This is an optimization exercise on Yosys and OpenROAD, whose aim is small area, not a production implementation.
RTL that was checked went through simulation tests only; none was proved equivalent to the original.
No functional check of the RTL was part of run 1.
Power and IR drop assume default switching activity.

--- flow/design.v ---
module baud_rate_generator (
    input  clk, rst,
    output tick
    );
    reg [1:0] a;    
    reg [2:0] b;    
    reg [4:0] c;    
    always @(posedge clk or posedge rst) begin
        if (rst) begin
            a <= 2'b0;
            b <= 3'b0;
            c <= 5'b0;
        end else begin
            a <= {a[0],   ~(a[1] ^ a[0])};
            b <= {b[1:0], ~(b[2] ^ b[1])};
            c <= {c[3:0], ~(c[4] ^ c[2])};
        end
    end
    assign tick = a[1] & b[2] & ~b[1] & ~b[0] &
                  c[4] & ~c[3] & ~c[2] & ~c[1] & ~c[0];
endmodule
module uart_transmitter (
    input        clk, rst,
    input        tx_start,
    input        sample_tick,
    input  [7:0] data_in,
    output       tx_done,
    output       tx_data
    );
    reg [3:0] p;
    reg [3:0] tc;
    reg       tx_reg;
    wire busy = p[3] | p[2];
    wire [7:0] cnt_next = {p, tc} + {7'd0, sample_tick};
    assign tx_done = sample_tick & (&{p, tc});
    always @(posedge clk or posedge rst)
        if (rst) p <= 4'd0;
        else if (!busy) p <= {1'b0, tx_start, tx_start, 1'b0};
        else p <= cnt_next[7:4];
    always @(posedge clk)
        if (!busy) tc <= 4'd0;
        else tc <= cnt_next[3:0];
    reg tx_next;
    always @(*)
        case (p)
            4'd6:  tx_next = 1'b0;
            4'd7:  tx_next = data_in[0];
            4'd8:  tx_next = data_in[1];
            4'd9:  tx_next = data_in[2];
            4'd10: tx_next = data_in[3];
            4'd11: tx_next = data_in[4];
            4'd12: tx_next = data_in[5];
            4'd13: tx_next = data_in[6];
            4'd14: tx_next = data_in[7];
            default: tx_next = 1'b1;
        endcase
    always @(posedge clk or posedge rst)
        if (rst) tx_reg <= 1'b1;
        else tx_reg <= tx_next;
    assign tx_data = tx_reg;
endmodule
module uart_receiver (
    input        clk, rst,
    input        rx_data,
    input        sample_tick,
    output [7:0] data_out,
    output       data_ready
    );
    reg [3:0] p;
    reg [3:0] tc;
    reg [7:0] sr;
    wire busy    = p[3] | p[2];
    wire bit_end = sample_tick & (&tc);
    wire [7:0] cnt_next = {p, tc} + {7'd0, sample_tick};
    assign data_ready = bit_end & (&p);
    always @(posedge clk or posedge rst)
        if (rst) p <= 4'd0;
        else if (!busy) p <= {1'b0, ~rx_data, ~rx_data, 1'b0};
        else p <= cnt_next[7:4];
    always @(posedge clk)
        if (!busy) tc <= {~rx_data, 3'b0};
        else tc <= cnt_next[3:0];
    always @(posedge clk)
        if (bit_end) sr <= {rx_data, sr[7:1]};
    assign data_out = sr;
endmodule
module fifo_tx_ctl (
    input         clk, rst,
    input         wr,
    input         pop,
    output [15:0] ld, keep,
    output        empty, full
    );
    reg  [15:0] v;
    wire [15:0] hole;    
    genvar i;
    generate
        for (i = 0; i < 16; i = i + 1) begin : g
            if (i == 0) begin : b0
                assign hole[0] = ~v[0];
            end else begin : bn
                assign hole[i] = ~v[i] | hole[i-1];
            end
            assign ld[i] = hole[i] | pop;
            assign keep[i] = v[i] & ~((i == 0) ? pop : ld[i-1]);
            if (i == 15) begin : top
                always @(posedge clk or posedge rst)
                    if (rst) v[15] <= 1'b0;
                    else v[15] <= (wr & hole[15]) | keep[15];
            end else begin : mid
                always @(posedge clk or posedge rst)
                    if (rst) v[i] <= 1'b0;
                    else v[i] <= v[i+1] | keep[i];
            end
        end
    endgenerate
    assign full  = ~hole[15];
    assign empty = ~|v;
endmodule
module fifo_rx_ctl (
    input         clk, rst,
    input         wr,
    input         rd,
    output [15:0] ld, keep,
    output        empty, full
    );
    reg  [4:0] c;
    assign empty = (c == 5'd0);
    assign full  = c[4];
    wire pop  = rd & ~empty;
    wire push = wr & ~full;
    wire up = push & ~pop;
    wire dn = pop & ~push;
    wire [4:0] ones, zeros;
    assign ones[0] = 1'b1;
    assign zeros[0] = 1'b1;
    genvar k;
    generate
        for (k = 1; k < 5; k = k + 1) begin : t
            assign ones[k]  = ones[k-1] & c[k-1];
            assign zeros[k] = zeros[k-1] & ~c[k-1];
        end
    endgenerate
    always @(posedge clk or posedge rst)
        if (rst) c <= 5'd0;
        else c <= c ^ (({5{up}} & ones) | ({5{dn}} & zeros));
    wire [3:0] lt_hi, eq_hi, le_lo;
    genvar i;
    generate
        for (i = 0; i < 4; i = i + 1) begin : d
            assign lt_hi[i] = pop | (~c[4] & (c[3:2] < i));
            assign eq_hi[i] = ~c[4] & (c[3:2] == i);
            assign le_lo[i] = (c[1:0] <= i);
        end
        for (i = 0; i < 16; i = i + 1) begin : g
            assign ld[i] = lt_hi[i/4] | (eq_hi[i/4] & le_lo[i%4]);
            assign keep[i] = ~ld[i];
        end
    endgenerate
endmodule
module fifo_rows (
    input  [31:0]  take, keep,
    input  [255:0] src, q,
    output [255:0] d
    );
    genvar r;
    generate
        for (r = 0; r < 32; r = r + 1) begin : row
            assign d[8*r +: 8] = (src[8*r +: 8] & {8{take[r]}}) | (q[8*r +: 8] & {8{keep[r]}});
        end
    endgenerate
endmodule
module uart_top (
    input        clk, rst,
    input        read_uart, write_uart,
    input        rx_data_in,
    input  [7:0] write_data,
    output       rx_full, rx_empty, tx_full,
    output       tx_data_out,
    output [7:0] read_data
    );
    wire        tick;
    wire        rx_done, tx_done;
    wire        tx_empty;
    wire [7:0]  rx_byte;
    wire [15:0] tx_ld, rx_ld, tx_keep, rx_keep;
    reg  [127:0] tx_mem, rx_mem;
    wire [127:0] tx_next, rx_next;
    baud_rate_generator baud_rate_gen_module (.clk(clk), .rst(rst), .tick(tick));
    uart_transmitter uart_tx_module (.clk(clk), .rst(rst), .tx_start(~tx_empty),
        .sample_tick(tick), .data_in(tx_mem[7:0]), .tx_done(tx_done), .tx_data(tx_data_out));
    uart_receiver uart_rx_module (.clk(clk), .rst(rst), .rx_data(rx_data_in),
        .sample_tick(tick), .data_out(rx_byte), .data_ready(rx_done));
    fifo_tx_ctl fifo_tx_module (.clk(clk), .rst(rst), .wr(write_uart), .pop(tx_done),
        .ld(tx_ld), .keep(tx_keep), .empty(tx_empty), .full(tx_full));
    fifo_rx_ctl fifo_rx_module (.clk(clk), .rst(rst), .wr(rx_done), .rd(read_uart),
        .ld(rx_ld), .keep(rx_keep), .empty(rx_empty), .full(rx_full));
    fifo_rows rows (.take({rx_ld, tx_ld}), .keep({rx_keep, tx_keep}),
        .src({rx_byte, rx_mem[127:8], write_data, tx_mem[127:8]}),
        .q({rx_mem, tx_mem}), .d({rx_next, tx_next}));
    always @(posedge clk) begin
        tx_mem <= tx_next;
        rx_mem <= rx_next;
    end
    assign read_data = rx_mem[7:0];
endmodule
--- flow/flow/run.sh ---
#!/bin/bash
# Standard ORFS layout (standard synthesis unchanged), with two changes:
#  - clock tree: sink clusters of up to 20 driven by clkbuf_8, no dummy loads
#  - port buffers: the smallest buffer (buf_1) instead of the default
set -euo pipefail
export CTS_ARGS="-sink_clustering_enable -repair_clock_nets -dont_use_dummy_load -buf_list sky130_fd_sc_hd__clkbuf_8 -sink_clustering_size 20 -sink_clustering_max_diameter 70"
export BUFFER_PORTS_ARGS="-buffer_cell sky130_fd_sc_hd__buf_1"
bash standard.sh finish > layout.log 2>&1
--- flow/standard.sh ---
#!/bin/bash
# synth_recipe.tcl (not shown) runs the flow's synth.tcl, then flattens the netlist and writes it again
# the make line also repeats each setting of config.mk as NAME=value (left out here)
make -C /OpenROAD-flow-scripts/flow DESIGN_CONFIG=/design/flow/config.mk WORK_HOME=/design/flow/orfs CLKGATE_MAP_FILE= SYNTH_SCRIPT=/design/flow/synth_recipe.tcl "${@:-finish}"
--- flow/config.mk ---
export PLATFORM = sky130hd
export DESIGN_NAME = uart_top
export DESIGN_NICKNAME = uart_top
export VERILOG_FILES = /design/flow/design.v
export SDC_FILE = /design/flow/constraint.sdc
export NUM_CORES = 4
export LEC_CHECK = 0
export CAP_MARGIN = 20
export CORE_MARGIN = 2
export CORE_UTILIZATION = 70
export PLACE_DENSITY = 0.8
export SLEW_MARGIN = 20
export SYNTH_HIERARCHICAL = 1
export SYNTH_MINIMUM_KEEP_SIZE = 400
--- flow/constraint.sdc ---
create_clock -name core_clock -period 10.0 [get_ports {clk}]
set_input_delay 2.0000 -clock core_clock [delete_from_list [all_inputs] [get_ports {clk}]]
set_output_delay 2.0000 -clock core_clock [all_outputs]
set_load 0.01 [all_outputs]
==> results of run 1 <==
==> placed cells by master (no fill, tap or decap), drive strengths merged, types with 2 or more instances in the layout <==
| cell type | n |
|---|---|
| inv | 23 |
| a21oi | 5 |
| and2 | 8 |
| and3 | 10 |
| nand3 | 13 |
| buf | 26 |
| o21a | 2 |
| nand2b | 4 |
| dfxtp | 264 |
| nor2 | 28 |
| nor4 | 5 |
| ha | 6 |
| clkbuf | 19 |
| xor2 | 8 |
| dfrtp | 39 |
| a31o | 3 |
| or2 | 9 |
| nand4 | 6 |
| o21bai | 4 |
| a21o | 10 |
| or4 | 2 |
| o21ai | 10 |
| edfxtp | 8 |
| nand2 | 26 |
| or3 | 2 |
| xnor2 | 10 |
| nor2b | 5 |
| mux2i | 6 |
| a22o | 256 |
==> layout make-up <==
type | count | share of cell area [%]
sequential | 312 | 61.2
multi-input combinational | 449 | 32.3
clock buffer | 19 | 2.45
tap | 188 | 2.21
timing repair buffer | 26 | 0.986
inverter | 23 | 0.810
==> per-module statistics from Yosys, one instance, submodules excluded <==
module,copies in the design,cell area (um2),cells inside
fifo_rows,1,2960,320
uart_top,1,7960,551
==> how the worst max path moves through the flow <==
stage                                   start          end  slack, ps  cells past startpoint
after global routing      fifo_tx_module.v[5]      tx_full       5710                      4
after detailed placement            read_uart  rx_mem[118]       6030                      5
after floorplan           fifo_tx_module.v[0]      tx_full       6700                      4
after CTS                 fifo_tx_module.v[5]      tx_full       5880                      4
final                     fifo_tx_module.v[0]      tx_full       5910                      4
after global placement              read_uart  rx_mem[118]       6240                      5
==> critical path: cells and delay by family (launching register included) <==
kind          cells  cell delay (ps)
buf+inv           1              170
flops             1              480
simple gates      3              920
==> cells by family after synthesis <==
family	Yosys count	share of synthesized area (%)
adder cells (fa/ha/maj)	6	0.688
AO/OA/AOI/OAI	294	22.9
AND/OR/NAND/NOR	124	5.83
flip-flops	312	59.8
XOR/XNOR	18	1.44
multiplexers	7	0.653
buffers and inverters	110	8.69
==> report_power, final <==
part / switching (W) / total [W] / internal [W]
Combinational: 0.0000634 / 0.000207 / 0.000144
Clock: 0.000341 / 0.000514 / 0.000173
Sequential: 0.000145 / 0.00163 / 0.00148
==> stage by stage <==
step                power, W  utilization [%]  instance area (um2)  instances
global placement     0.00184             68.4                10400        998
floorplan            0.00177                -                10900        871
detailed placement   0.00186             68.4                10400        998
global route         0.00246             70.1                10700       1017
CTS                  0.00236             70.1                10700       1017
finish               0.00235             70.1                10700       1017
==> metal layers <==
layer	up-vias	track usage (%)	routed length [um]
li1	3098	-	-
met1	3108	29.2	8320
met2	81	38.3	8860
met3	28	3.24	468
met4	0	5.12	365
met5	-	0	0
==> reports/metrics.yaml, run 1 <==
status: "timing/DRC/antenna clean"
cp.required_ps: 8000
crit_fanout: 9
hold_class: "flip-flop to flip-flop"
cp_cell_sequence: "nand3_1 > nor4_1 > and3_1 > buf_1"
post_cts_buffers: 0
syn-cell-area_um2: 10900
maxSlewViolCount: 0
insertion_delay_ps: 530
synth_common_cells: "264 x dfxtp_1, 256 x a22o_1, 67 x buf_6"
reg2reg_depth: 8
drt_pass1_iterations: 5
ys_ff_latch: 312
crit_arrival_ps: 2090
ys.flop_type: "dfxtp_1"
post-place-ws_ps: 6030
core_um2: 15200
die_x_um: 129
syn_avg_cell_area_um2: 12.5
ys_async_sr_fraction_pct: 12.8
multi_input_area_um2: 3440
ant_nets: 0
fin_crit_sh_pct: 40.9
final.fill_count: 1083
cts_tree: "done"
r2r-end: "fifo_rx_module.c[4]"
critPathLaunchType: "flip-flop"
cts_resized: 0
numCtsBuffers: 19
min_to: "baud_rate_gen_module.c[4]"
tightest_slew_ps: 902
die-area_um2: 16600
min_path_cells: 0
fin_skew_ps: 28.2
min_period_ps: 4090
regArea_um2: 6530
root_buffer: "clkbuf_8"
place_congestion: 0.813
ys_seq_area_share_pct: 59.8
num_rows: 45
p_leak_nw: 4.72
grt_pass1_wl_um: 30200
synth_top_cell_area_share_pct: 48.4
drc_errors: 0
setup_viol: 0
hpwlAfterDp_um: 12700
antenna_found_initial: 0
yosys.area.top_type: "dfxtp_1"
hp-start: "baud_rate_gen_module.c[3]"
finalNetCount: 850
fin_tns_setup_ps: 0
reg.largest.list: "rx_mem: 128 flops, tx_mem: 128 flops, fifo_tx_module.v: 16 flops"
synth_fp_nets: 890
synth_cells: 871
grt_pass1_vias: 6322
hold_viol_final: 0
io_pins: 25
cts.hold.buffers_added: 0
port_buffers: 24
drive_above_1_share_pct: 4.58
avgRoutedWirePerCell_um: 17.7
viasPerCell: 6.21
grtUsageTotal_pct: 22.0
yosysMostFrequentCell: "dfxtp_1"
fin_ws_ps: 5910
cap_viol_max_count: 0
slew_headroom_pct: 39.3
vias: 6315
clkTransAtPathRegs_ps: 110
setup.worst_path.class: "flip-flop to output port"
grt.overflow.total: 0
drt-initial-drc-count: 270
hold_slack_ps: 387
htree_levels: 1
crit_slowest_cell: "dfrtp_1"
crit_path_end_kind: "output port"
cts.path.max_buffers: 3
yosysWarnings: 12
slowest_delay_ps: 480
initial_utilization_pct: 71.8
ir_worst_vdd_uv: 186
max_freq_mhz: 244
syn2layout_area_growth_pct: -2.38
pwr_density_cell_nw_per_um2: 220
regToRegSetupSlack_ps: 6660
n_antenna_cell: 0
cts.sinks: 312
routed_wirelength_um: 18000
synthTopCellsByArea: "dfxtp_1 48%, a22o_1 21%, dfrtp_1 8.9%"
rsz0062_at_grt: "false"
synth_edf_count: 8
grt_max_degree: 41
die_y_um: 129
synth_cell_types: 48
reg2reg_from: "baud_rate_gen_module.c[2]"
==> run 2, diff against run 1 <==
--- a/flow/design.v
+++ b/flow/design.v
@@ -88,7 +88,7 @@
     input         clk, rst,
     input         wr,
     input         pop,
-    output [15:0] ld, keep,
+    output [15:0] ld,
     output        empty, full
     );
     reg  [15:0] v;
@@ -102,15 +102,14 @@
                 assign hole[i] = ~v[i] | hole[i-1];
             end
             assign ld[i] = hole[i] | pop;
-            assign keep[i] = v[i] & ~((i == 0) ? pop : ld[i-1]);
             if (i == 15) begin : top
                 always @(posedge clk or posedge rst)
                     if (rst) v[15] <= 1'b0;
-                    else v[15] <= (wr & hole[15]) | keep[15];
+                    else v[15] <= (wr & hole[15]) | (v[15] & ~ld[14]);
             end else begin : mid
                 always @(posedge clk or posedge rst)
                     if (rst) v[i] <= 1'b0;
-                    else v[i] <= v[i+1] | keep[i];
+                    else v[i] <= v[i+1] | (v[i] & ~((i == 0) ? pop : ld[i-1]));
             end
         end
     endgenerate
@@ -121,7 +120,7 @@
     input         clk, rst,
     input         wr,
     input         rd,
-    output [15:0] ld, keep,
+    output [15:0] ld,
     output        empty, full
     );
     reg  [4:0] c;
@@ -154,7 +153,6 @@
         end
         for (i = 0; i < 16; i = i + 1) begin : g
             assign ld[i] = lt_hi[i/4] | (eq_hi[i/4] & le_lo[i%4]);
-            assign keep[i] = ~ld[i];
         end
     endgenerate
 endmodule
@@ -183,7 +181,7 @@
     wire        rx_done, tx_done;
     wire        tx_empty;
     wire [7:0]  rx_byte;
-    wire [15:0] tx_ld, rx_ld, tx_keep, rx_keep;
+    wire [15:0] tx_ld, rx_ld;
     reg  [127:0] tx_mem, rx_mem;
     wire [127:0] tx_next, rx_next;
     baud_rate_generator baud_rate_gen_module (.clk(clk), .rst(rst), .tick(tick));
@@ -192,10 +190,10 @@
     uart_receiver uart_rx_module (.clk(clk), .rst(rst), .rx_data(rx_data_in),
         .sample_tick(tick), .data_out(rx_byte), .data_ready(rx_done));
     fifo_tx_ctl fifo_tx_module (.clk(clk), .rst(rst), .wr(write_uart), .pop(tx_done),
-        .ld(tx_ld), .keep(tx_keep), .empty(tx_empty), .full(tx_full));
+        .ld(tx_ld), .empty(tx_empty), .full(tx_full));
     fifo_rx_ctl fifo_rx_module (.clk(clk), .rst(rst), .wr(rx_done), .rd(read_uart),
-        .ld(rx_ld), .keep(rx_keep), .empty(rx_empty), .full(rx_full));
-    fifo_rows rows (.take({rx_ld, tx_ld}), .keep({rx_keep, tx_keep}),
+        .ld(rx_ld), .empty(rx_empty), .full(rx_full));
+    fifo_rows rows (.take({rx_ld, tx_ld}), .keep(~{rx_ld, tx_ld}),
         .src({rx_byte, rx_mem[127:8], write_data, tx_mem[127:8]}),
         .q({rx_mem, tx_mem}), .d({rx_next, tx_next}));
     always @(posedge clk) begin
==> run 2 against run 1 <==
  * Area after synthesis up 0.83%
  * Setup slack better by 76 ps
  * First-iteration DRC count up 20%
  * Highest routed layer unchanged
==> reports/metrics.yaml, run 2 <==
status: "timing/DRC/antenna clean"
crit_slowest_cell: "dfrtp_1"
slowest_delay_ps: 540  # +60 ps
setup_viol: 0  # unchanged
routed_wirelength_um: 18400  # +2.4%
clkTransAtPathRegs_ps: 110  # about the same
vias: 6414  # +1.6%
hp-start: "baud_rate_gen_module.b[0]"
post_cts_buffers: 0  # unchanged
post-place-ws_ps: 5960  # -75.6 ps
syn_avg_cell_area_um2: 12.6  # +0.83%
slew_headroom_pct: 38.9  # -0.38 points
numCtsBuffers: 19  # unchanged
drive_above_1_share_pct: 5.08  # +0.49 points
ys_seq_area_share_pct: 59.3  # -0.49 points
setup.worst_path.class: "flip-flop to output port"
cp.required_ps: 8000  # about the same
max_freq_mhz: 249  # +1.9%
reg2reg_depth: 8  # unchanged
cp_cell_sequence: "and4_4 > and4_4 > and3_4 > buf_1"
cts_resized: 0  # unchanged
cap_viol_max_count: 0  # unchanged
ant_nets: 0  # unchanged
synth_top_family_by_area: "compound AO/OA/AOI/OAI gates"
synth_edf_count: 8  # unchanged
num_rows: 45  # unchanged
rsz0062_at_grt: "false"
min_period_ps: 4020  # -76.3 ps
die-area_um2: 16700  # +0.79%
fin_skew_ps: 38.2  # +10.0 ps
cts.sinks: 312  # unchanged
reg2reg_from: "baud_rate_gen_module.c[3]"
n_antenna_cell: 0  # unchanged
synth_common_cells: "264 x dfxtp_1, 256 x a22o_1, 65 x buf_6"
cts.hold.buffers_added: 0  # unchanged
synthMuxAreaShare_pct: 0.466  # -0.19 points
hpwlAfterDp_um: 12900  # +1.6%
insertion_delay_ps: 540  # about the same
drt-initial-drc-count: 323  # +20%
yosysMostFrequentCell: "dfxtp_1"
tightest_slew_ps: 907  # +5.67 ps
viasPerCell: 6.18  # -0.49%
grt_max_degree: 41  # unchanged
maxSlewViolCount: 0  # unchanged
cpMostUsedCell: "and4_4"
syn-cell-area_um2: 11000  # +0.83%
synthTopCellsByArea: "dfxtp_1 48%, a22o_1 20%, dfrtp_1 8.9%"
final_cell_area_um2: 10800  # +1.0%
die_y_um: 129  # +0.40%
finalNetCount: 848  # -0.24%
initial_utilization_pct: 72.1  # +0.33 points
grt_pass1_wl_um: 30600  # +1.2%
p_leak_nw: 4.70  # -0.54%
synth_fa_ha_area_share_pct: 0.682  # -0.0056 points
grt_pass1_vias: 6332  # +0.16%
yosys.area_share.simple_pct: 6.27  # +0.44 points
hold_class: "flip-flop to flip-flop"
yosysWarnings: 12  # unchanged
core_um2: 15300  # +0.37%
synth_cells: 871  # unchanged
crit_arrival_ps: 2020  # -70 ps
pwr_density_cell_nw_per_um2: 299  # +36%
cts.path.max_buffers: 3  # unchanged
fin_tns_setup_ps: 0  # unchanged
antenna_found_initial: 0  # unchanged
syn2layout_area_growth_pct: -2.21
critPathLaunch: "fifo_tx_module.v[5]"
critPathLaunchType: "flip-flop"
cts_tree: "done"
yosys.area.top_type: "dfxtp_1"
synth_xor_xnor_area_share_pct: 1.43  # -0.012 points
io_pins: 25  # unchanged
finalNonFillerCells: 1038  # +2.1%
htree_levels: 1  # unchanged
reg.largest.list: "rx_mem: 128 flops, tx_mem: 128 flops, fifo_tx_module.v: 16 flops"
hold_viol_final: 0  # unchanged
ys.flop_type: "dfxtp_1"
path_depth: 4  # unchanged
drt_pass1_iterations: 4  # -1
fin_util_pct: 70.6  # +0.45 points
crit_fanout: 12  # +3
synth_compound_area_share_pct: 23.3  # +0.39 points
mostFrequentLayoutCell: "dfxtp_1"
ir_worst_vdd_uv: 206  # +10%
fin_ws_ps: 5980  # +76.3 ps
cp_num_buf_inv: 1  # unchanged
die_x_um: 129  # +0.40%
cp_top_family: "simple AND/OR/NAND/NOR gates"
ys_ff_latch: 312  # unchanged
min_path_cells: 0  # unchanged
drc_errors: 0  # unchanged
synth_cell_types: 54  # +13%
grtUsageTotal_pct: 22.1  # +0.19 points
grt.overflow.total: 0  # unchanged
crit_path_end_kind: "output port"
place_congestion: 0.812  # -0.16%
port_buffers: 24  # unchanged
synth_top_cell_area_share_pct: 48.0  # -0.40 points
ys_async_sr_fraction_pct: 12.8  # unchanged
final_cell_mix: "264 x dfxtp_1, 256 x a22o_1, 39 x dfrtp_1"
synth_fp_nets: 890  # unchanged
root_buffer: "clkbuf_8"
avgRoutedWirePerCell_um: 17.8  # +0.32%
dpl_cell_area_um2: 10500  # +1.0%
fin_crit_sh_pct: 40.2  # -0.76 points
place_inst: 1019  # +2.1%
==> run 2: report_power, final <==
| part | switching [W] | internal, W | leakage (nW) |
|---|---|---|---|
| combinational | 0.000264 | 0.000392 | 1.86 |
| sequential | 0.000318 | 0.00173 | 2.70 |
| clock | 0.000347 | 0.000173 | 0.137 |
==> run 2: logic make-up after synthesis <==
kind of cell,count (synthesis)
AO/OA/AOI/OAI,300
multiplexers,5
adder cells (fa/ha/maj),6
AND/OR/NAND/NOR,122
XOR/XNOR,18
flip-flops,312
buffers and inverters,108
==> run 2: final cells by class <==
type | instances | area [um2]
Clock buffer | 19 | 262
Fill cell | 1091 | 4490
Inverter | 20 | 75.1
Multi-Input combinational cell | 451 | 3540
Sequential cell | 312 | 6530
Tap cell | 211 | 264
Timing Repair Buffer | 25 | 97.6
==> run 2: final timing paths <==
check	to	slack, ps
worst max-delay path	tx_full	5980
worst min register to register	baud_rate_gen_module.b[1]	350
min in group asynchronous	uart_rx_module.p[1]	1570
max in group asynchronous	uart_tx_module.tx_reg	8030
worst min-delay path	baud_rate_gen_module.b[1]	350
worst max register to register	fifo_rx_module.c[2]	7520
==> run 2: per-layer routing <==
metal  track usage, %  vias up  share of wire [%]
met2             38.1       78                 49
met3             3.30       26                2.4
met5                0        -                  0
li1                 -     3122                  -
met4             5.24        0                2.1
met1             29.8     3188                 47
==> run 2: modules after synthesis (local to each module, per instance) <==
module | cells | cell area, um2 | flip-flops and latches
fifo_rows | 320 | 2960 | 0
uart_top | 551 | 8050 | 312
==> run 2: per-stage QoR <==
step	total power [W]	hold WS (ps)
after floorplan	0.00262	347
after global placement	0.00266	362
after detailed placement	0.00272	365
after CTS	0.00323	358
after global routing	0.00340	369
final	0.00322	346

static timing again, ports no longer ideal:
The results above use ideal ports. As a check the final layouts listed here were re-extracted and re-timed, cells and wires unchanged. Step 1: set_driving_cell puts a clkbuf_16 on clk and a buf_2 on each other input, an assumption about the parent block. Step 2, shift: input delay + t, output delay - t, t = (earliest + latest rising clock arrival at the registers) / 2. This alone moves slack from input paths to output paths. Three values: ideal, step 1, step 2; two values: the first two.
run | t, ns | setup slack, ns | worst hold slack (ns) | worst setup path at the end
run 1 | 0.550 | 5.907 / 5.869 / 6.014 | 0.387 / 0.387 / 0.387 | input to register
run 2 | 0.561 | 5.984 / 5.946 / 5.886 | 0.346 / 0.346 / 0.346 | input to register
After both steps setup and hold are still met in every run listed. The setup slack of run 2, which loses most, moves by -0.038 ns with the drivers and by -0.098 ns with both steps.
